Context: an optimization exercise on an open-source flow, tuned for small area, a short achievable clock period and few clock cycles per item. The choices shown serve that exercise and are no tape-out recipe. No functional check of the RTL was part of any run shown here.

==> design.v <==
module CordicAccelerator(
  input         clock,
  input         reset,
  input         cmd_valid,
  output        cmd_ready,
  input  [6:0]  cmd_funct,
  input  [4:0]  cmd_rd,
  input  [63:0] cmd_rs1,
  input  [63:0] cmd_rs2,
  output        resp_valid,
  input         resp_ready,
  output [4:0]  resp_rd,
  output [63:0] resp_data,
  output        busy
);
  function [31:0] addc(input [31:0] a, input [31:0] b, input c);
    reg [31:0] g, p, gg, pp, gn, pn;
    integer k, l;
    begin
      g = a & b;
      p = a ^ b;
      gg = g;
      pp = p;
      gg[0] = g[0] | (p[0] & c);
      pp[0] = 1'b0;
      for (l = 0; l < 5; l = l + 1) begin
        gn = gg;
        pn = pp;
        for (k = 0; k < 32; k = k + 1)
          if (k[l]) begin
            gn[k] = gg[k] | (pp[k] & gg[((k >> l) << l) - 1]);
            pn[k] = pp[k] & pp[((k >> l) << l) - 1];
          end
        gg = gn;
        pp = pn;
      end
      addc = p ^ {gg[30:0], c};
    end
  endfunction
  wire recirc;    
  wire [31:0] res;
  wire [4:0] end_rd;
  wire take;      
  assign cmd_ready = take;
  wire accept = cmd_valid & take;
  wire [31:0] z0 = cmd_rs2[31:0];
  wire z0_fits = (z0[31:17] == {15{z0[31]}});
  wire [17:0] zc0 = z0_fits ? z0[17:0] : {z0[31], {17{~z0[31]}}};
  wire d1 = zc0[17];
  wire [17:0] zs2 = d1 ? zc0 + 18'd51472 : zc0 - 18'd51472;
  wire [16:0] z3 = (zs2[17:16] == {2{zs2[17]}}) ? zs2[16:0] : {zs2[17], {16{~zs2[17]}}};
  wire [31:0] x4 = cmd_rs1[31:0];
  wire [31:0] yt5 = ((cmd_rs1[31:0] ^ {32{d1}}) + {31'd0, d1}) ^ {32{~z3[16]}};
  reg [31:0] p1_x, p1_y;
  reg [16:0] p1_z;
  reg [4:0] p1_rd;
  reg p1_fn, p1_dn, p1_v;
  always @(posedge clock) begin
    if (reset) p1_v <= 1'b0;
    else p1_v <= accept | recirc;
    p1_x <= recirc ? res : x4;
    p1_y <= recirc ? {32{~z3[16]}} : yt5;
    p1_z <= z3;
    p1_rd <= recirc ? end_rd : cmd_rd;
    p1_fn <= ~recirc & cmd_funct[0];
    p1_dn <= recirc;
  end
  wire d6 = p1_z[16];
  wire [16:0] zs7 = d6 ? p1_z + 17'd30386 : p1_z - 17'd30386;
  wire [15:0] z8 = (zs7[16:15] == {2{zs7[16]}}) ? zs7[15:0] : {zs7[16], {15{~zs7[16]}}};
  wire [31:0] ys11 = $signed(p1_y) >>> 1;
  wire [31:0] xsh14 = $signed(p1_x) >>> 1;
  wire [31:0] xs12 = xsh14 & {32{~p1_dn}};
  wire [31:0] x9 = addc(p1_x, ys11, ~d6);
  wire [31:0] t13 = addc(p1_y, ~xs12, 1'b1);
  wire [31:0] yt10 = t13 ^ {32{d6 ^ z8[15]}};
  reg [31:0] p2_x, p2_y;
  reg [4:0] p2_rd;
  reg p2_fn, p2_dn, p2_v;
  reg [15:0] p2_z;
  always @(posedge clock) begin
    if (reset) p2_v <= 1'b0;
    else p2_v <= p1_v;
    p2_x <= x9;
    p2_y <= yt10;
    p2_rd <= p1_rd;
    p2_fn <= p1_fn;
    p2_dn <= p1_dn;
    p2_z <= z8;
  end
  wire d15 = p2_z[15];
  wire [15:0] zs16 = d15 ? p2_z + 16'd16055 : p2_z - 16'd16055;
  wire [14:0] z17 = (zs16[15:14] == {2{zs16[15]}}) ? zs16[14:0] : {zs16[15], {14{~zs16[15]}}};
  wire [31:0] ys20 = $signed(p2_y) >>> 2;
  wire [31:0] xsh23 = $signed(p2_x) >>> 2;
  wire [31:0] xs21 = xsh23 & {32{~p2_dn}};
  wire [31:0] x18 = addc(p2_x, ys20, ~d15);
  wire [31:0] t22 = addc(p2_y, ~xs21, 1'b1);
  wire [31:0] yt19 = t22 ^ {32{d15 ^ z17[14]}};
  reg [31:0] p3_x, p3_y;
  reg [4:0] p3_rd;
  reg p3_fn, p3_dn, p3_v;
  reg [14:0] p3_z;
  always @(posedge clock) begin
    if (reset) p3_v <= 1'b0;
    else p3_v <= p2_v;
    p3_x <= x18;
    p3_y <= yt19;
    p3_rd <= p2_rd;
    p3_fn <= p2_fn;
    p3_dn <= p2_dn;
    p3_z <= z17;
  end
  wire d24 = p3_z[14];
  wire [14:0] zs25 = d24 ? p3_z + 15'd8150 : p3_z - 15'd8150;
  wire [13:0] z26 = (zs25[14:13] == {2{zs25[14]}}) ? zs25[13:0] : {zs25[14], {13{~zs25[14]}}};
  wire [31:0] ys29 = $signed(p3_y) >>> 3;
  wire [31:0] xsh32 = $signed(p3_x) >>> 3;
  wire [31:0] xs30 = xsh32 & {32{~p3_dn}};
  wire [31:0] x27 = addc(p3_x, ys29, ~d24);
  wire [31:0] t31 = addc(p3_y, ~xs30, 1'b1);
  wire [31:0] yt28 = t31 ^ {32{d24 ^ z26[13]}};
  reg [31:0] p4_x, p4_y;
  reg [4:0] p4_rd;
  reg p4_fn, p4_dn, p4_v;
  reg [13:0] p4_z;
  always @(posedge clock) begin
    if (reset) p4_v <= 1'b0;
    else p4_v <= p3_v;
    p4_x <= x27;
    p4_y <= yt28;
    p4_rd <= p3_rd;
    p4_fn <= p3_fn;
    p4_dn <= p3_dn;
    p4_z <= z26;
  end
  wire d33 = p4_z[13];
  wire [13:0] zs34 = d33 ? p4_z + 14'd4091 : p4_z - 14'd4091;
  wire [12:0] z35 = (zs34[13:12] == {2{zs34[13]}}) ? zs34[12:0] : {zs34[13], {12{~zs34[13]}}};
  wire [31:0] ys38 = $signed(p4_y) >>> 4;
  wire [31:0] xsh41 = $signed(p4_x) >>> 4;
  wire [31:0] xs39 = xsh41 & {32{~p4_dn}};
  wire [31:0] x36 = addc(p4_x, ys38, ~d33);
  wire [31:0] t40 = addc(p4_y, ~xs39, 1'b1);
  wire [31:0] yt37 = t40 ^ {32{d33 ^ z35[12]}};
  reg [31:0] p5_x, p5_y;
  reg [4:0] p5_rd;
  reg p5_fn, p5_dn, p5_v;
  reg [12:0] p5_z;
  always @(posedge clock) begin
    if (reset) p5_v <= 1'b0;
    else p5_v <= p4_v;
    p5_x <= x36;
    p5_y <= yt37;
    p5_rd <= p4_rd;
    p5_fn <= p4_fn;
    p5_dn <= p4_dn;
    p5_z <= z35;
  end
  wire d42 = p5_z[12];
  wire [12:0] zs43 = d42 ? p5_z + 13'd2047 : p5_z - 13'd2047;
  wire [11:0] z44 = (zs43[12:11] == {2{zs43[12]}}) ? zs43[11:0] : {zs43[12], {11{~zs43[12]}}};
  wire [31:0] ys47 = $signed(p5_y) >>> 5;
  wire [31:0] xsh50 = $signed(p5_x) >>> 5;
  wire [31:0] xs48 = xsh50 & {32{~p5_dn}};
  wire [31:0] x45 = addc(p5_x, ys47, ~d42);
  wire [31:0] t49 = addc(p5_y, ~xs48, 1'b1);
  wire [31:0] yt46 = t49 ^ {32{d42 ^ z44[11]}};
  reg [31:0] p6_x, p6_y;
  reg [4:0] p6_rd;
  reg p6_fn, p6_dn, p6_v;
  reg [11:0] p6_z;
  always @(posedge clock) begin
    if (reset) p6_v <= 1'b0;
    else p6_v <= p5_v;
    p6_x <= x45;
    p6_y <= yt46;
    p6_rd <= p5_rd;
    p6_fn <= p5_fn;
    p6_dn <= p5_dn;
    p6_z <= z44;
  end
  wire d51 = p6_z[11];
  wire [11:0] zs52 = d51 ? p6_z + 12'd1024 : p6_z - 12'd1024;
  wire [10:0] z53 = (zs52[11:10] == {2{zs52[11]}}) ? zs52[10:0] : {zs52[11], {10{~zs52[11]}}};
  wire [31:0] ys56 = $signed(p6_y) >>> 6;
  wire [31:0] xsh59 = $signed(p6_x) >>> 6;
  wire [31:0] xs57 = xsh59 & {32{~p6_dn}};
  wire [31:0] x54 = addc(p6_x, ys56, ~d51);
  wire [31:0] t58 = addc(p6_y, ~xs57, 1'b1);
  wire [31:0] yt55 = t58 ^ {32{d51 ^ z53[10]}};
  reg [31:0] p7_x, p7_y;
  reg [4:0] p7_rd;
  reg p7_fn, p7_dn, p7_v;
  reg [10:0] p7_z;
  always @(posedge clock) begin
    if (reset) p7_v <= 1'b0;
    else p7_v <= p6_v;
    p7_x <= x54;
    p7_y <= yt55;
    p7_rd <= p6_rd;
    p7_fn <= p6_fn;
    p7_dn <= p6_dn;
    p7_z <= z53;
  end
  wire d60 = p7_z[10];
  wire [10:0] zs61 = d60 ? p7_z + 11'd512 : p7_z - 11'd512;
  wire [9:0] z62 = (zs61[10:9] == {2{zs61[10]}}) ? zs61[9:0] : {zs61[10], {9{~zs61[10]}}};
  wire [31:0] ys65 = $signed(p7_y) >>> 7;
  wire [31:0] xsh68 = $signed(p7_x) >>> 7;
  wire [31:0] xs66 = xsh68 & {32{~p7_dn}};
  wire [31:0] x63 = addc(p7_x, ys65, ~d60);
  wire [31:0] t67 = addc(p7_y, ~xs66, 1'b1);
  wire [31:0] yt64 = t67 ^ {32{d60 ^ z62[9]}};
  reg [31:0] p8_x, p8_y;
  reg [4:0] p8_rd;
  reg p8_fn, p8_dn, p8_v;
  reg [9:0] p8_z;
  always @(posedge clock) begin
    if (reset) p8_v <= 1'b0;
    else p8_v <= p7_v;
    p8_x <= x63;
    p8_y <= yt64;
    p8_rd <= p7_rd;
    p8_fn <= p7_fn;
    p8_dn <= p7_dn;
    p8_z <= z62;
  end
  wire d69 = p8_z[9];
  wire [9:0] zs70 = d69 ? p8_z + 10'd256 : p8_z - 10'd256;
  wire [8:0] z71 = (zs70[9:8] == {2{zs70[9]}}) ? zs70[8:0] : {zs70[9], {8{~zs70[9]}}};
  wire [31:0] ys74 = $signed(p8_y) >>> 8;
  wire [31:0] xsh77 = $signed(p8_x) >>> 8;
  wire [31:0] xs75 = xsh77 & {32{~p8_dn}};
  wire [31:0] x72 = addc(p8_x, ys74, ~d69);
  wire [31:0] t76 = addc(p8_y, ~xs75, 1'b1);
  wire [31:0] yt73 = t76 ^ {32{d69 ^ z71[8]}};
  reg [31:0] p9_x, p9_y;
  reg [4:0] p9_rd;
  reg p9_fn, p9_dn, p9_v;
  reg [8:0] p9_z;
  always @(posedge clock) begin
    if (reset) p9_v <= 1'b0;
    else p9_v <= p8_v;
    p9_x <= x72;
    p9_y <= yt73;
    p9_rd <= p8_rd;
    p9_fn <= p8_fn;
    p9_dn <= p8_dn;
    p9_z <= z71;
  end
  wire d78 = p9_z[8];
  wire [8:0] zs79 = d78 ? p9_z + 9'd128 : p9_z - 9'd128;
  wire [7:0] z80 = (zs79[8:7] == {2{zs79[8]}}) ? zs79[7:0] : {zs79[8], {7{~zs79[8]}}};
  wire [31:0] ys83 = $signed(p9_y) >>> 9;
  wire [31:0] xsh86 = $signed(p9_x) >>> 9;
  wire [31:0] xs84 = xsh86 & {32{~p9_dn}};
  wire [31:0] x81 = addc(p9_x, ys83, ~d78);
  wire [31:0] t85 = addc(p9_y, ~xs84, 1'b1);
  wire [31:0] yt82 = t85 ^ {32{d78 ^ z80[7]}};
  reg [31:0] p10_x, p10_y;
  reg [4:0] p10_rd;
  reg p10_fn, p10_dn, p10_v;
  reg [7:0] p10_z;
  always @(posedge clock) begin
    if (reset) p10_v <= 1'b0;
    else p10_v <= p9_v;
    p10_x <= x81;
    p10_y <= yt82;
    p10_rd <= p9_rd;
    p10_fn <= p9_fn;
    p10_dn <= p9_dn;
    p10_z <= z80;
  end
  wire d87 = p10_z[7];
  wire [7:0] zs88 = d87 ? p10_z + 8'd64 : p10_z - 8'd64;
  wire [6:0] z89 = (zs88[7:6] == {2{zs88[7]}}) ? zs88[6:0] : {zs88[7], {6{~zs88[7]}}};
  wire [31:0] ys92 = $signed(p10_y) >>> 10;
  wire [31:0] xsh95 = $signed(p10_x) >>> 10;
  wire [31:0] xs93 = xsh95 & {32{~p10_dn}};
  wire [31:0] x90 = addc(p10_x, ys92, ~d87);
  wire [31:0] t94 = addc(p10_y, ~xs93, 1'b1);
  wire [31:0] yt91 = t94 ^ {32{d87 ^ z89[6]}};
  reg [31:0] p11_x, p11_y;
  reg [4:0] p11_rd;
  reg p11_fn, p11_dn, p11_v;
  reg [6:0] p11_z;
  always @(posedge clock) begin
    if (reset) p11_v <= 1'b0;
    else p11_v <= p10_v;
    p11_x <= x90;
    p11_y <= yt91;
    p11_rd <= p10_rd;
    p11_fn <= p10_fn;
    p11_dn <= p10_dn;
    p11_z <= z89;
  end
  wire d96 = p11_z[6];
  wire [6:0] zs97 = d96 ? p11_z + 7'd32 : p11_z - 7'd32;
  wire [5:0] z98 = (zs97[6:5] == {2{zs97[6]}}) ? zs97[5:0] : {zs97[6], {5{~zs97[6]}}};
  wire [31:0] ys101 = $signed(p11_y) >>> 11;
  wire [31:0] xsh104 = $signed(p11_x) >>> 11;
  wire [31:0] xs102 = xsh104 & {32{~p11_dn}};
  wire [31:0] x99 = addc(p11_x, ys101, ~d96);
  wire [31:0] t103 = addc(p11_y, ~xs102, 1'b1);
  wire [31:0] yt100 = t103 ^ {32{d96 ^ z98[5]}};
  reg [31:0] p12_x, p12_y;
  reg [4:0] p12_rd;
  reg p12_fn, p12_dn, p12_v;
  reg [5:0] p12_z;
  always @(posedge clock) begin
    if (reset) p12_v <= 1'b0;
    else p12_v <= p11_v;
    p12_x <= x99;
    p12_y <= yt100;
    p12_rd <= p11_rd;
    p12_fn <= p11_fn;
    p12_dn <= p11_dn;
    p12_z <= z98;
  end
  wire d105 = p12_z[5];
  wire [5:0] zs106 = d105 ? p12_z + 6'd16 : p12_z - 6'd16;
  wire [4:0] z107 = (zs106[5:4] == {2{zs106[5]}}) ? zs106[4:0] : {zs106[5], {4{~zs106[5]}}};
  wire [31:0] ys110 = $signed(p12_y) >>> 12;
  wire [31:0] xsh113 = $signed(p12_x) >>> 12;
  wire [31:0] xs111 = xsh113 & {32{~p12_dn}};
  wire [31:0] x108 = addc(p12_x, ys110, ~d105);
  wire [31:0] t112 = addc(p12_y, ~xs111, 1'b1);
  wire [31:0] yt109 = t112 ^ {32{d105 ^ z107[4]}};
  reg [31:0] p13_x, p13_y;
  reg [4:0] p13_rd;
  reg p13_fn, p13_dn, p13_v;
  reg [4:0] p13_z;
  always @(posedge clock) begin
    if (reset) p13_v <= 1'b0;
    else p13_v <= p12_v;
    p13_x <= x108;
    p13_y <= yt109;
    p13_rd <= p12_rd;
    p13_fn <= p12_fn;
    p13_dn <= p12_dn;
    p13_z <= z107;
  end
  wire d114 = p13_z[4];
  wire [4:0] zs115 = d114 ? p13_z + 5'd8 : p13_z - 5'd8;
  wire [3:0] z116 = (zs115[4:3] == {2{zs115[4]}}) ? zs115[3:0] : {zs115[4], {3{~zs115[4]}}};
  wire [31:0] ys119 = $signed(p13_y) >>> 13;
  wire [31:0] xsh122 = $signed(p13_x) >>> 13;
  wire [31:0] xs120 = xsh122 & {32{~p13_dn}};
  wire [31:0] x117 = addc(p13_x, ys119, ~d114);
  wire [31:0] t121 = addc(p13_y, ~xs120, 1'b1);
  wire [31:0] yt118 = t121 ^ {32{d114 ^ z116[3]}};
  reg [31:0] p14_x, p14_y;
  reg [4:0] p14_rd;
  reg p14_fn, p14_dn, p14_v;
  reg [3:0] p14_z;
  always @(posedge clock) begin
    if (reset) p14_v <= 1'b0;
    else p14_v <= p13_v;
    p14_x <= x117;
    p14_y <= yt118;
    p14_rd <= p13_rd;
    p14_fn <= p13_fn;
    p14_dn <= p13_dn;
    p14_z <= z116;
  end
  wire d123 = p14_z[3];
  wire [3:0] zs124 = d123 ? p14_z + 4'd4 : p14_z - 4'd4;
  wire [2:0] z125 = (zs124[3:2] == {2{zs124[3]}}) ? zs124[2:0] : {zs124[3], {2{~zs124[3]}}};
  wire [31:0] ys128 = $signed(p14_y) >>> 14;
  wire [31:0] xsh131 = $signed(p14_x) >>> 14;
  wire [31:0] xs129 = xsh131 & {32{~p14_dn}};
  wire [31:0] x126 = addc(p14_x, ys128, ~d123);
  wire [31:0] t130 = addc(p14_y, ~xs129, 1'b1);
  wire [31:0] yt127 = t130 ^ {32{d123 ^ z125[2]}};
  reg [31:0] p15_x, p15_y;
  reg [4:0] p15_rd;
  reg p15_fn, p15_dn, p15_v;
  reg [2:0] p15_z;
  always @(posedge clock) begin
    if (reset) p15_v <= 1'b0;
    else p15_v <= p14_v;
    p15_x <= x126;
    p15_y <= yt127;
    p15_rd <= p14_rd;
    p15_fn <= p14_fn;
    p15_dn <= p14_dn;
    p15_z <= z125;
  end
  wire d132 = p15_z[2];
  wire [2:0] zs133 = d132 ? p15_z + 3'd2 : p15_z - 3'd2;
  wire [1:0] z134 = (zs133[2:1] == {2{zs133[2]}}) ? zs133[1:0] : {zs133[2], {1{~zs133[2]}}};
  wire [31:0] ys137 = $signed(p15_y) >>> 15;
  wire [31:0] xsh140 = $signed(p15_x) >>> 15;
  wire [31:0] xs138 = xsh140 & {32{~p15_dn}};
  wire [31:0] x135 = addc(p15_x, ys137, ~d132);
  wire [31:0] t139 = addc(p15_y, ~xs138, 1'b1);
  wire [31:0] yt136 = t139 ^ {32{d132 ^ z134[1]}};
  reg [31:0] p16_x, p16_y;
  reg [4:0] p16_rd;
  reg p16_fn, p16_dn, p16_v;
  reg [1:0] p16_z;
  always @(posedge clock) begin
    if (reset) p16_v <= 1'b0;
    else p16_v <= p15_v;
    p16_x <= x135;
    p16_y <= yt136;
    p16_rd <= p15_rd;
    p16_fn <= p15_fn;
    p16_dn <= p15_dn;
    p16_z <= z134;
  end
  wire d141 = p16_z[1];
  wire [1:0] zs142 = d141 ? p16_z + 2'd1 : p16_z - 2'd1;
  wire z143 = zs142[1];
  wire [31:0] ys146 = $signed(p16_y) >>> 16;
  wire [31:0] xsh149 = $signed(p16_x) >>> 16;
  wire [31:0] xs147 = xsh149 & {32{~p16_dn}};
  wire [31:0] x144 = addc(p16_x, ys146, ~d141);
  wire [31:0] t148 = addc(p16_y, ~xs147, 1'b1);
  wire [31:0] yt145 = t148 ^ {32{d141 ^ z143}};
  reg [31:0] p17_x, p17_y;
  reg [4:0] p17_rd;
  reg p17_fn, p17_dn, p17_v;
  reg p17_z;
  always @(posedge clock) begin
    if (reset) p17_v <= 1'b0;
    else p17_v <= p16_v;
    p17_x <= x144;
    p17_y <= yt145;
    p17_rd <= p16_rd;
    p17_fn <= p16_fn;
    p17_dn <= p16_dn;
    p17_z <= z143;
  end
  wire d150 = p17_z;
  wire [31:0] ys153 = $signed(p17_y) >>> 17;
  wire [31:0] xsh156 = $signed(p17_x) >>> 17;
  wire [31:0] xs154 = xsh156 & {32{~p17_dn}};
  wire [31:0] x151 = addc(p17_x, ys153, ~d150);
  wire [31:0] t155 = addc(p17_y, ~xs154, 1'b1);
  wire [31:0] yt152 = t155;
  reg [31:0] p18_x, p18_y;
  reg [4:0] p18_rd;
  reg p18_fn, p18_dn, p18_v;
  reg p18_d;
  always @(posedge clock) begin
    if (reset) p18_v <= 1'b0;
    else p18_v <= p17_v;
    p18_x <= x151;
    p18_y <= yt152;
    p18_rd <= p17_rd;
    p18_fn <= p17_fn;
    p18_dn <= p17_dn;
    p18_d <= d150;
  end
  wire [31:0] ys159 = $signed(p18_y) >>> 18;
  wire [31:0] xsh162 = $signed(p18_x) >>> 18;
  wire [31:0] xs160 = xsh162 & {32{~p18_dn}};
  wire [31:0] x157 = addc(p18_x, ys159, ~p18_d);
  wire [31:0] t161 = addc(p18_y, ~xs160, 1'b1);
  wire [31:0] yt158 = t161;
  reg [31:0] p19_x, p19_y;
  reg [4:0] p19_rd;
  reg p19_fn, p19_dn, p19_v;
  reg p19_d;
  always @(posedge clock) begin
    if (reset) p19_v <= 1'b0;
    else p19_v <= p18_v;
    p19_x <= x157;
    p19_y <= yt158;
    p19_rd <= p18_rd;
    p19_fn <= p18_fn;
    p19_dn <= p18_dn;
    p19_d <= p18_d;
  end
  wire [31:0] ys165 = $signed(p19_y) >>> 19;
  wire [31:0] xsh168 = $signed(p19_x) >>> 19;
  wire [31:0] xs166 = xsh168 & {32{~p19_dn}};
  wire [31:0] x163 = addc(p19_x, ys165, ~p19_d);
  wire [31:0] t167 = addc(p19_y, ~xs166, 1'b1);
  wire [31:0] yt164 = t167;
  reg [31:0] p20_x, p20_y;
  reg [4:0] p20_rd;
  reg p20_fn, p20_dn, p20_v;
  reg p20_d;
  always @(posedge clock) begin
    if (reset) p20_v <= 1'b0;
    else p20_v <= p19_v;
    p20_x <= x163;
    p20_y <= yt164;
    p20_rd <= p19_rd;
    p20_fn <= p19_fn;
    p20_dn <= p19_dn;
    p20_d <= p19_d;
  end
  wire [31:0] ys171 = $signed(p20_y) >>> 20;
  wire [31:0] xsh174 = $signed(p20_x) >>> 20;
  wire [31:0] xs172 = xsh174 & {32{~p20_dn}};
  wire [31:0] x169 = addc(p20_x, ys171, ~p20_d);
  wire [31:0] t173 = addc(p20_y, ~xs172, 1'b1);
  wire [31:0] yt170 = t173;
  reg [31:0] p21_x, p21_y;
  reg [4:0] p21_rd;
  reg p21_fn, p21_dn, p21_v;
  reg p21_d;
  always @(posedge clock) begin
    if (reset) p21_v <= 1'b0;
    else p21_v <= p20_v;
    p21_x <= x169;
    p21_y <= yt170;
    p21_rd <= p20_rd;
    p21_fn <= p20_fn;
    p21_dn <= p20_dn;
    p21_d <= p20_d;
  end
  wire [31:0] ys177 = $signed(p21_y) >>> 21;
  wire [31:0] xsh180 = $signed(p21_x) >>> 21;
  wire [31:0] xs178 = xsh180 & {32{~p21_dn}};
  wire [31:0] x175 = addc(p21_x, ys177, ~p21_d);
  wire [31:0] t179 = addc(p21_y, ~xs178, 1'b1);
  wire [31:0] yt176 = t179;
  reg [31:0] p22_x, p22_y;
  reg [4:0] p22_rd;
  reg p22_fn, p22_dn, p22_v;
  reg p22_d;
  always @(posedge clock) begin
    if (reset) p22_v <= 1'b0;
    else p22_v <= p21_v;
    p22_x <= x175;
    p22_y <= yt176;
    p22_rd <= p21_rd;
    p22_fn <= p21_fn;
    p22_dn <= p21_dn;
    p22_d <= p21_d;
  end
  wire [31:0] ys183 = $signed(p22_y) >>> 22;
  wire [31:0] xsh186 = $signed(p22_x) >>> 22;
  wire [31:0] xs184 = xsh186 & {32{~p22_dn}};
  wire [31:0] x181 = addc(p22_x, ys183, ~p22_d);
  wire [31:0] t185 = addc(p22_y, ~xs184, 1'b1);
  wire [31:0] yt182 = t185;
  reg [31:0] p23_x, p23_y;
  reg [4:0] p23_rd;
  reg p23_fn, p23_dn, p23_v;
  reg p23_d;
  always @(posedge clock) begin
    if (reset) p23_v <= 1'b0;
    else p23_v <= p22_v;
    p23_x <= x181;
    p23_y <= yt182;
    p23_rd <= p22_rd;
    p23_fn <= p22_fn;
    p23_dn <= p22_dn;
    p23_d <= p22_d;
  end
  wire [31:0] ys189 = $signed(p23_y) >>> 23;
  wire [31:0] xsh192 = $signed(p23_x) >>> 23;
  wire [31:0] xs190 = xsh192 & {32{~p23_dn}};
  wire [31:0] x187 = addc(p23_x, ys189, ~p23_d);
  wire [31:0] t191 = addc(p23_y, ~xs190, 1'b1);
  wire [31:0] yt188 = t191;
  reg [31:0] p24_x, p24_y;
  reg [4:0] p24_rd;
  reg p24_fn, p24_dn, p24_v;
  reg p24_d;
  always @(posedge clock) begin
    if (reset) p24_v <= 1'b0;
    else p24_v <= p23_v;
    p24_x <= x187;
    p24_y <= yt188;
    p24_rd <= p23_rd;
    p24_fn <= p23_fn;
    p24_dn <= p23_dn;
    p24_d <= p23_d;
  end
  wire [31:0] ys195 = $signed(p24_y) >>> 24;
  wire [31:0] xsh198 = $signed(p24_x) >>> 24;
  wire [31:0] xs196 = xsh198 & {32{~p24_dn}};
  wire [31:0] x193 = addc(p24_x, ys195, ~p24_d);
  wire [31:0] t197 = addc(p24_y, ~xs196, 1'b1);
  wire [31:0] yt194 = t197;
  reg [31:0] p25_x, p25_y;
  reg [4:0] p25_rd;
  reg p25_fn, p25_dn, p25_v;
  reg p25_d;
  always @(posedge clock) begin
    if (reset) p25_v <= 1'b0;
    else p25_v <= p24_v;
    p25_x <= x193;
    p25_y <= yt194;
    p25_rd <= p24_rd;
    p25_fn <= p24_fn;
    p25_dn <= p24_dn;
    p25_d <= p24_d;
  end
  wire [31:0] ys201 = $signed(p25_y) >>> 25;
  wire [31:0] xsh204 = $signed(p25_x) >>> 25;
  wire [31:0] xs202 = xsh204 & {32{~p25_dn}};
  wire [31:0] x199 = addc(p25_x, ys201, ~p25_d);
  wire [31:0] t203 = addc(p25_y, ~xs202, 1'b1);
  wire [31:0] yt200 = t203;
  reg [31:0] p26_x, p26_y;
  reg [4:0] p26_rd;
  reg p26_fn, p26_dn, p26_v;
  reg p26_d;
  always @(posedge clock) begin
    if (reset) p26_v <= 1'b0;
    else p26_v <= p25_v;
    p26_x <= x199;
    p26_y <= yt200;
    p26_rd <= p25_rd;
    p26_fn <= p25_fn;
    p26_dn <= p25_dn;
    p26_d <= p25_d;
  end
  wire [31:0] ys207 = $signed(p26_y) >>> 26;
  wire [31:0] xsh210 = $signed(p26_x) >>> 26;
  wire [31:0] xs208 = xsh210 & {32{~p26_dn}};
  wire [31:0] x205 = addc(p26_x, ys207, ~p26_d);
  wire [31:0] t209 = addc(p26_y, ~xs208, 1'b1);
  wire [31:0] yt206 = t209;
  reg [31:0] p27_x, p27_y;
  reg [4:0] p27_rd;
  reg p27_fn, p27_dn, p27_v;
  reg p27_d;
  always @(posedge clock) begin
    if (reset) p27_v <= 1'b0;
    else p27_v <= p26_v;
    p27_x <= x205;
    p27_y <= yt206;
    p27_rd <= p26_rd;
    p27_fn <= p26_fn;
    p27_dn <= p26_dn;
    p27_d <= p26_d;
  end
  wire [31:0] ys213 = $signed(p27_y) >>> 27;
  wire [31:0] xsh216 = $signed(p27_x) >>> 27;
  wire [31:0] xs214 = xsh216 & {32{~p27_dn}};
  wire [31:0] x211 = addc(p27_x, ys213, ~p27_d);
  wire [31:0] t215 = addc(p27_y, ~xs214, 1'b1);
  wire [31:0] yt212 = t215;
  reg [31:0] p28_x, p28_y;
  reg [4:0] p28_rd;
  reg p28_fn, p28_dn, p28_v;
  reg p28_d;
  always @(posedge clock) begin
    if (reset) p28_v <= 1'b0;
    else p28_v <= p27_v;
    p28_x <= x211;
    p28_y <= yt212;
    p28_rd <= p27_rd;
    p28_fn <= p27_fn;
    p28_dn <= p27_dn;
    p28_d <= p27_d;
  end
  wire [31:0] ys219 = $signed(p28_y) >>> 28;
  wire [31:0] xsh222 = $signed(p28_x) >>> 28;
  wire [31:0] xs220 = xsh222 & {32{~p28_dn}};
  wire [31:0] x217 = addc(p28_x, ys219, ~p28_d);
  wire [31:0] t221 = addc(p28_y, ~xs220, 1'b1);
  wire [31:0] yt218 = t221;
  reg [31:0] p29_x, p29_y;
  reg [4:0] p29_rd;
  reg p29_fn, p29_dn, p29_v;
  reg p29_d;
  always @(posedge clock) begin
    if (reset) p29_v <= 1'b0;
    else p29_v <= p28_v;
    p29_x <= x217;
    p29_y <= yt218;
    p29_rd <= p28_rd;
    p29_fn <= p28_fn;
    p29_dn <= p28_dn;
    p29_d <= p28_d;
  end
  wire [31:0] ys225 = $signed(p29_y) >>> 29;
  wire [31:0] xsh228 = $signed(p29_x) >>> 29;
  wire [31:0] xs226 = xsh228 & {32{~p29_dn}};
  wire [31:0] x223 = addc(p29_x, ys225, ~p29_d);
  wire [31:0] t227 = addc(p29_y, ~xs226, 1'b1);
  wire [31:0] yt224 = t227;
  reg [31:0] p30_x, p30_y;
  reg [4:0] p30_rd;
  reg p30_fn, p30_dn, p30_v;
  reg p30_d;
  always @(posedge clock) begin
    if (reset) p30_v <= 1'b0;
    else p30_v <= p29_v;
    p30_x <= x223;
    p30_y <= yt224;
    p30_rd <= p29_rd;
    p30_fn <= p29_fn;
    p30_dn <= p29_dn;
    p30_d <= p29_d;
  end
  wire [31:0] ys231 = $signed(p30_y) >>> 30;
  wire [31:0] xsh234 = $signed(p30_x) >>> 30;
  wire [31:0] xs232 = xsh234 & {32{~p30_dn}};
  wire [31:0] x229 = addc(p30_x, ys231, ~p30_d);
  wire [31:0] t233 = addc(p30_y, ~xs232, 1'b1);
  wire [31:0] yt230 = t233;
  reg [31:0] p31_x, p31_y;
  reg [4:0] p31_rd;
  reg p31_fn, p31_dn, p31_v;
  reg p31_d;
  always @(posedge clock) begin
    if (reset) p31_v <= 1'b0;
    else p31_v <= p30_v;
    p31_x <= x229;
    p31_y <= yt230;
    p31_rd <= p30_rd;
    p31_fn <= p30_fn;
    p31_dn <= p30_dn;
    p31_d <= p30_d;
  end
  wire [31:0] ys237 = $signed(p31_y) >>> 31;
  wire [31:0] xsh240 = $signed(p31_x) >>> 31;
  wire [31:0] xs238 = xsh240 & {32{~p31_dn}};
  wire [31:0] x235 = addc(p31_x, ys237, ~p31_d);
  wire [31:0] t239 = addc(p31_y, ~xs238, 1'b1);
  wire [31:0] yt236 = t239;
  assign res = p31_fn ? (yt236 ^ {32{~p31_d}}) : x235;
  assign end_rd = p31_rd;
  wire end_v = p31_v;
  reg [31:0] h_data, k_data;
  reg [4:0] h_rd, k_rd;
  reg hv, kv, busy_r;
  reg blocked;
  reg [4:0] wait_n;
  wire wait_0 = (wait_n == 5'd0);
  wire push = end_v & ~(hv & kv) & (~blocked | wait_0);
  assign recirc = end_v & ~push;
  assign take = ~recirc & ~blocked;
  wire pop = hv & resp_ready;
  wire h_load = ~hv | pop;
  wire hv_n = h_load ? (kv | push) : 1'b1;
  wire kv_n = h_load ? (kv & push) : (kv | push);
  wire inflight_n = hv_n | kv_n |
      (accept | recirc) |
      p1_v |
      p2_v |
      p3_v |
      p4_v |
      p5_v |
      p6_v |
      p7_v |
      p8_v |
      p9_v |
      p10_v |
      p11_v |
      p12_v |
      p13_v |
      p14_v |
      p15_v |
      p16_v |
      p17_v |
      p18_v |
      p19_v |
      p20_v |
      p21_v |
      p22_v |
      p23_v |
      p24_v |
      p25_v |
      p26_v |
      p27_v |
      p28_v |
      p29_v |
      p30_v;
  always @(posedge clock) begin
    if (reset) begin
      hv <= 1'b0;
      kv <= 1'b0;
      busy_r <= 1'b0;
      blocked <= 1'b0;
    end else begin
      hv <= hv_n;
      kv <= kv_n;
      busy_r <= inflight_n;
      if (recirc & (~blocked | wait_0))
        blocked <= 1'b1;
      else if (push & blocked)
        blocked <= 1'b0;
    end
    if (recirc & (~blocked | wait_0))
      wait_n <= 5'd30;
    else
      wait_n <= wait_n - 5'd1;
    if (h_load) begin
      h_data <= kv ? k_data : res;
      h_rd <= kv ? k_rd : end_rd;
    end
    if (h_load ? kv : ~kv) begin
      k_data <= res;
      k_rd <= end_rd;
    end
  end
  assign resp_valid = hv;
  assign resp_rd = h_rd;
  assign resp_data = {32'h0, h_data};
  assign busy = busy_r;
endmodule
==> run.sh <==
#!/bin/bash
# synth_recipe.tcl (not shown) runs the flow's synth.tcl, then flattens the netlist and writes it again
# the make line also repeats each setting of config.mk as NAME=value (left out here)
make -C /OpenROAD-flow-scripts/flow DESIGN_CONFIG=/design/flow/config.mk WORK_HOME=/design/flow/orfs CLKGATE_MAP_FILE= SYNTH_SCRIPT=/design/flow/synth_recipe.tcl finish
==> config.mk <==
export PLATFORM = sky130hd
export DESIGN_NAME = CordicAccelerator
export DESIGN_NICKNAME = CordicAccelerator
export VERILOG_FILES = /design/flow/design.v
export SDC_FILE = /design/flow/constraint.sdc
export NUM_CORES = 8
export LEC_CHECK = 0
export CAP_MARGIN = 20
export CORE_MARGIN = 2
export CORE_UTILIZATION = 60
export SETUP_SLACK_MARGIN = 2.5
export SLEW_MARGIN = 20
==> constraint.sdc <==
create_clock -name core_clock -period 6.0 [get_ports {clock}]
set_input_delay 1.2000 -clock core_clock [delete_from_list [all_inputs] [get_ports {clock}]]
set_output_delay 1.2000 -clock core_clock [all_outputs]
set_load 0.01 [all_outputs]
==> summary.txt, run 1 <==
Outcome
  – Result of the run: complete, no violations

Layout
  – Share of cells above drive strength 1: 12.1%
  – Layout net count: 16600
  – Fillcell total: 17000
  – Layout area overhead: 16.3%
  – Footprint of the multi-input gates: 90100 sq um
  – Register Area: 50600 sq um

Critical path
  – Top delay family on crit path: compound AO/OA/AOI/OAI gates
  – Category of the worst setup path capture point: flop
  – Critical path's slowest cell: or4_4
  – FF-to-FF setup slack: 2.25 ns
  – Crit path max fanout: 8
  – Biggest cell delay along the critical path: 0.57 ns
  – Critical path start-end classification: input pin to flop
  – Data arrival at the endpoint of the critical path: 4.92 ns
  – Number of buffers and inverters on the critical path: 4
  – CP dominant cell by count: a21o_1
  – Worst-case reg-to-reg path depth: 16
  – End of the worst register-to-register path: p1_x[25]$_DFF_P_
  – Element type at the critical path start: input pin
  – CP Cell Sequence: buf_6, or4_4, a211oi_4, nor2_4, a21o_4, inv_4, fa_2, nor2b_4, o21ai_2, nand2b_1, a21o_1, a21o_1, a31oi_4, o21ai_2, a21o_1, a21o_1, xor2_2, ha_4, nor2_4, inv_4, clkbuf_16, xnor2_1
  – Startpoint of the most critical register-to-register path: p31_d$_DFF_P_
  – Data required time of the worst path: 6.78 ns

Clock tree
  – Clock tree from TritonCTS: done
  – Clock slew at the register clock pins of the worst setup and hold paths: 0.06 ns
  – Clk sinks: 2482
  – Root Buffer Master: clkbuf_16
  – Buffers from clock root to sink, at most: 4
  – Number of levels the H-tree was split into: 5
  – Clock latency reported for the late side of the worst-skew pair: 0.96 ns
  – Post-CTS Hold Buffers: 0
  – TritonCTS buffer count: 281

Yosys
  – Commonest cells post-synth: dfxtp_1, ha_1, xnor2_1, a21oi_1, inv_1
  – Top post-synthesis cells by area: dfxtp_1, ha_1, xnor2_1
  – Count of cell types in the netlist: 107
  – Cell count after synthesis: 13600
  – Synthesized area per cell: 10.2 sq um
  – Top flip-flop cell by instance count after synthesis: dfxtp_1
  – Top cell type by total area after synthesis: dfxtp_1
  – Register bit count reported by yosys: 2482
  – Cell area after technology mapping: 139000 sq um
  – Async set-or-reset flop fraction in the synthesized netlist: 0%
  – Share of Yosys cell area claimed by the top area cell type: 34.8%
  – Count of yosys warnings during synthesis: 1
  – Count of flip-flops with a built-in enable after synthesis: 74
  – Fraction of the yosys area taken by sequential cells: 36.4%
  – Most repeated cell in the gate-level netlist after synthesis: dfxtp_1

Floorplan
  – Initial standard-cell utilization of the core: 60.3%
  – Area of the placeable core: 230000 sq um
  – Horizontal die dimension: 485 microns
  – Die Footprint: 235000 sq um
  – Number of ports placed on the die boundary: 216
  – Standard-cell rows: 176
  – Die Ht: 485 microns

Timing
  – Max-slew headroom: 26.7%
  – Worst slack on hold paths: 0.272 ns
  – Number of endpoints with negative hold slack in the final report: 0
  – Final count of pins violating max slew: 0
  – Worst-margin pin slew: 1.09 ns
  – Shortest period the worst path allows: 4.14 ns
  – Setup TNS after final layout: 0 ns
  – Setup violation total in the final timing report: 0
  – Period Utilization, post-route: 69.0%
  – Maximum clock frequency: 241 MHz
  – Unrepaired setup endpoints after global routing: true
  – Final worst-path setup slack: 1.86 ns
  – Worst clock skew on the final layout: 0.0607 ns

GRT
  – Residual overflow from global routing: 0
  – Global-route wire length before repair: 544 mm
  – GRT Resource Usage Total: 28.9%
  – Vias in the first global route: 103000
  – Initial antenna violation count: 9
  – Largest net degree at the start of global routing: 63

Route
  – Post-route DRC: 0
  – Vias/cell: 5.68
  – Number of iterations in the first detailed-routing pass: 5
  – Total routed wirelength: 349 mm
  – Number of vias after detailed routing: 99000
  – Final ANT Viol Nets: 0
  – Detailed-route wire length per cell: 20.0 microns
  – Starting DRT DRC Count: 4473

Place
  – Post-DP HPWL: 268 mm
  – Final RePlAce weighted congestion: 0.928
  – Placement-stage worst setup slack: 0.380 ns
  – # port buffers: 113

Worst hold path
  – Worst hold path cell count: 0
  – Hold Path Sink: p9_fn$_DFF_P_
  – Worst min-delay path startpoint: p8_fn$_DFF_P_
  – Tightest Hold Check Type: flop to flop

Flow run
  – Count of max-cap constraint violations: 0
## worst max path at each step
| stage | startpoint | end | slack (ns) | depth (start not counted) |
|---|---|---|---|---|
| final | cmd_rs2[21] | p1_y[30]$_DFF_P_ | 1.86 | 22 |
| after global routing | cmd_rs2[28] | p1_z[3]$_DFF_P_ | 1.72 | 22 |
| after CTS | cmd_rs2[20] | p1_z[3]$_DFF_P_ | 1.78 | 20 |
| after detailed placement | cmd_rs2[21] | p1_z[5]$_DFF_P_ | 0.38 | 20 |
| after global placement | cmd_rs2[17] | p1_z[3]$_DFF_P_ | 0.41 | 21 |
| after floorplan | cmd_rs2[21] | p1_z[4]$_DFF_P_ | 1.18 | 20 |
## per-layer routing
| layer | part of all wire [%] | global-route usage (%) |
|---|---|---|
| met1 | 40 | 32.7 |
| met2 | 51 | 53.3 |
| met3 | 2.8 | 3.09 |
| met4 | 5.9 | 15.3 |
| met5 | 0.0083 | 0 |
## final cells by class
class / instances / share of cell area, %
Multi-Input combinational cell: 10300 / 55.9
Sequential cell: 2482 / 31.4
Clock buffer: 354 / 4.80
Timing Repair Buffer: 498 / 2.99
Tap cell: 3026 / 2.35
Inverter: 672 / 1.60
Clock inverter: 124 / 0.971
Antenna cell: 4 / 0.00621
## logic make-up after synthesis
| logic type | Yosys count | share of synthesized area [%] |
|---|---|---|
| buf+inv | 846 | 2.38 |
| other cells | 1 | 0.00270 |
| xor+xnor | 2132 | 13.5 |
| flops | 2482 | 36.4 |
| fa+ha+maj | 2267 | 22.3 |
| simple gates | 2774 | 10.5 |
| mux | 72 | 0.567 |
| compound gates | 2989 | 14.4 |
## cell usage in the layout, fill, tap and decap left out, types with 142 or more instances in the layout
cell type     n
nor3_1      232
nor2_1      649
inv_1       653
buf_4       272
a21o_1      667
xnor2_1    1348
o21ai_0     326
xor2_1      604
dfxtp_1    2333
clkbuf_16   289
fa_1        287
nand2_1     428
nand4_1     204
nor2b_1     164
nand2b_1    541
ha_1       1895
o21a_1      314
o21bai_1    142
nand3_1     168
a21oi_1     754
## metrics by stage
step	instance area (sq um)	instances	util, %
2_1_floorplan	140000	13600	-
3_3_place_gp	144000	16600	62.7
3_5_place_dp	144000	16600	62.7
4_1_cts	158000	17300	68.7
5_1_grt	161000	17400	70.1
6_report	161000	17400	70.1
## what timing repair did
action,in CTS,in global routing
endpoints found under the hold margin,0,0
setup buffers,192,129
cloned,14,6
setup endpoints to repair,760,565
pin swaps,281,338
resized for setup,578,459
==> run 2: changes to the inputs <==
--- a/config.mk
+++ b/config.mk
@@ -10,3 +10,3 @@
 export CORE_UTILIZATION = 60
-export SETUP_SLACK_MARGIN = 2.5
+export SETUP_SLACK_MARGIN = 2.0
 export SLEW_MARGIN = 20
==> summary.txt, run 2 <==
Place
  – # port buffers: 113
  – Final RePlAce weighted congestion: 0.919
  – Post-Place Cells: 16600
  – Post-DP HPWL: 270 mm

Route
  – Vias/cell: 5.65
  – Final ANT Viol Nets: 0
  – Total routed wirelength: 340 mm
  – Post-route DRC: 0
  – Detailed-route wire length per cell: 19.7 microns
  – Number of iterations in the first detailed-routing pass: 6
  – Number of vias after detailed routing: 97100
  – Starting DRT DRC Count: 4328

GRT
  – Largest net degree at the start of global routing: 63
  – GRT Resource Usage Total: 28.5%
  – Residual overflow from global routing: 0
  – Vias in the first global route: 101000
  – Global-route wire length before repair: 535 mm
  – Initial antenna violation count: 8

Floorplan
  – Die Footprint: 235000 sq um
  – Die Ht: 485 microns
  – Standard-cell rows: 176
  – Number of ports placed on the die boundary: 216
  – Initial standard-cell utilization of the core: 60.3%
  – Horizontal die dimension: 485 microns
  – Area of the placeable core: 230000 sq um

Clock tree
  – Root Buffer Master: clkbuf_16
  – Post-CTS Hold Buffers: 0
  – Buffers from clock root to sink, at most: 4
  – Number of levels the H-tree was split into: 5
  – Clock tree from TritonCTS: done
  – Clock slew at the register clock pins of the worst setup and hold paths: 0.06 ns
  – Clk sinks: 2482
  – Clock latency reported for the late side of the worst-skew pair: 0.95 ns
  – TritonCTS buffer count: 287

Timing
  – Max-slew headroom: 25.9%
  – Number of endpoints with negative hold slack in the final report: 0
  – Setup violation total in the final timing report: 0
  – Maximum clock frequency: 238 MHz
  – Worst-margin pin slew: 1.10 ns
  – Unrepaired setup endpoints after global routing: true
  – Final count of pins violating max slew: 0
  – Setup TNS after final layout: 0 ns
  – Worst clock skew on the final layout: 0.0671 ns
  – Period Utilization, post-route: 70.1%
  – Shortest period the worst path allows: 4.21 ns

Yosys
  – Top flip-flop cell by instance count after synthesis: dfxtp_1
  – Commonest cells post-synth: dfxtp_1, ha_1, xnor2_1, a21oi_1, inv_1
  – Synthesized area per cell: 10.2 sq um
  – Cell count after synthesis: 13600
  – Count of yosys warnings during synthesis: 1
  – Most repeated cell in the gate-level netlist after synthesis: dfxtp_1
  – Cell area after technology mapping: 139000 sq um
  – Top post-synthesis cells by area: dfxtp_1, ha_1, xnor2_1
  – Count of cell types in the netlist: 107
  – Async set-or-reset flop fraction in the synthesized netlist: 0%
  – Register bit count reported by yosys: 2482
  – Fraction of the yosys area taken by sequential cells: 36.4%
  – Top cell type by total area after synthesis: dfxtp_1
  – Count of flip-flops with a built-in enable after synthesis: 74
  – Share of Yosys cell area claimed by the top area cell type: 34.8%

Critical path
  – Top delay family on crit path: compound AO/OA/AOI/OAI gates
  – Critical path's slowest cell: or4_4
  – Data required time of the worst path: 6.82 ns
  – Crit path max fanout: 5
  – Number of buffers and inverters on the critical path: 4
  – CP Cell Sequence: buf_6, or4_4, a211oi_4, nor2_4, a21o_1, ha_4, nor2b_4, o21ai_2, nand2b_1, a21o_1, a21o_1, a31oi_4, o21ai_2, a21o_1, a21o_1, xor2_1, ha_2, nor2_4, clkinv_4, buf_12, buf_16, xnor2_2
  – FF-to-FF setup slack: 2.12 ns
  – Critical path start-end classification: input pin to flop
  – CP dominant cell by count: a21o_1
  – Element type at the critical path start: input pin
  – Biggest cell delay along the critical path: 0.56 ns
  – Data arrival at the endpoint of the critical path: 5.03 ns
  – Category of the worst setup path capture point: flop

Layout
  – Most common library cell in the layout ignoring fill and taps: dfxtp_1
  – Highest-count cells in the layout ignoring fill and taps: dfxtp_1, ha_1, xnor2_1, a21oi_1, a21o_1
  – Final cell count without fillers: 17200
  – Post-route core utilization: 67.6%
  – Layout area overhead: 12.0%
  – Share of cells above drive strength 1: 6.93%
  – Layout net count: 16400

Outcome
  – Result of the run: complete, no violations

Worst hold path
  – Tightest Hold Check Type: flop to flop

Flow run
  – Count of max-cap constraint violations: 0
==> run 2: cell counts after synthesis <==
Identical to the previous run, type by type.
==> run 2: repair_timing <==
action,4_1_cts,5_1_grt
gates resized for setup,169,160
setup endpoints to repair,383,329
buffers inserted,45,28
gates cloned,10,2
pin swaps,44,61
==> run 2: cell type report <==
cell class | count | area, sq um
multi-input combinational | 10300 | 86500
sequential | 2482 | 50500
clock inverter | 101 | 1200
fill | 17800 | 74600
timing repair buffer | 260 | 2600
inverter | 672 | 2560
clock buffer | 390 | 8170
antenna | 8 | 20.0
tap | 3026 | 3790
==> run 2: routing by layer <==
metal	wire length, microns	global-route usage, %	share of wire, %
met5	250	0	0.074
met4	21000	15.6	6.2
met3	9830	3.41	2.9
met2	169000	51.2	50
met1	140000	32.8	41
==> run 2: final timing paths <==
check,end,cells after the start,from
worst min-delay path,p18_rd[3]$_DFF_P_,0,p17_rd[3]$_DFF_P_
worst max register to register,h_data[17]$_DFFE_PN_,17,p31_dn$_DFF_P_
worst max-delay path,p1_y[28]$_DFF_P_,22,cmd_rs2[21]
worst min register to register,p18_rd[3]$_DFF_P_,0,p17_rd[3]$_DFF_P_
==> run 2: cell families after synthesis <==
logic type               after synthesis  synth area share, %
AO/OA/AOI/OAI                       2989                 14.4
XOR/XNOR                            2132                 13.5
adder cells (fa/ha/maj)             2267                 22.3
buffers and inverters                846                 2.38
flip-flops                          2482                 36.4
multiplexers                          72                0.567
other                                  1              0.00270
AND/OR/NAND/NOR                     2774                 10.5
==> run 2: per-stage QoR <==
stage               hold WS, ns  cell area [sq um]  worst slack [ns]
floorplan                 0.310             139000              1.18
global placement          0.309             144000             0.420
detailed placement        0.312             144000             0.454
CTS                       0.274             154000              1.79
global route              0.274             155000              1.60
finish                    0.282             155000              1.79

-- afterwards: timing with drivers on the ports --
In the flow no input, the clock included, has a driving cell. The finished layouts below were timed again as built, in two steps. Step 1, drivers: a clkbuf_16 drives clock and a buf_2 each remaining input, both assumed. Step 2 moves the port delays by t, midway between the first and last clock arrival at a register: inputs arrive t later, outputs are due t later. That takes back most of the time a late clock gives input paths. Three values: ideal, step 1, step 2; two values: the first two.
run | t, ns | setup WS [ns] | clock arrival spread, ns | pins driven straight from the clock port
run 1 | 1.007 | 1.859 / 1.908 / 0.901 | 0.066 / 0.066 | 1
run 2 | 0.994 | 1.795 / 1.838 / 0.844 | 0.070 / 0.070 | 1
After both steps setup and hold are still met in every run listed. The setup slack of run 1, which loses most, moves by +0.049 ns with the drivers and by -0.958 ns with both steps.
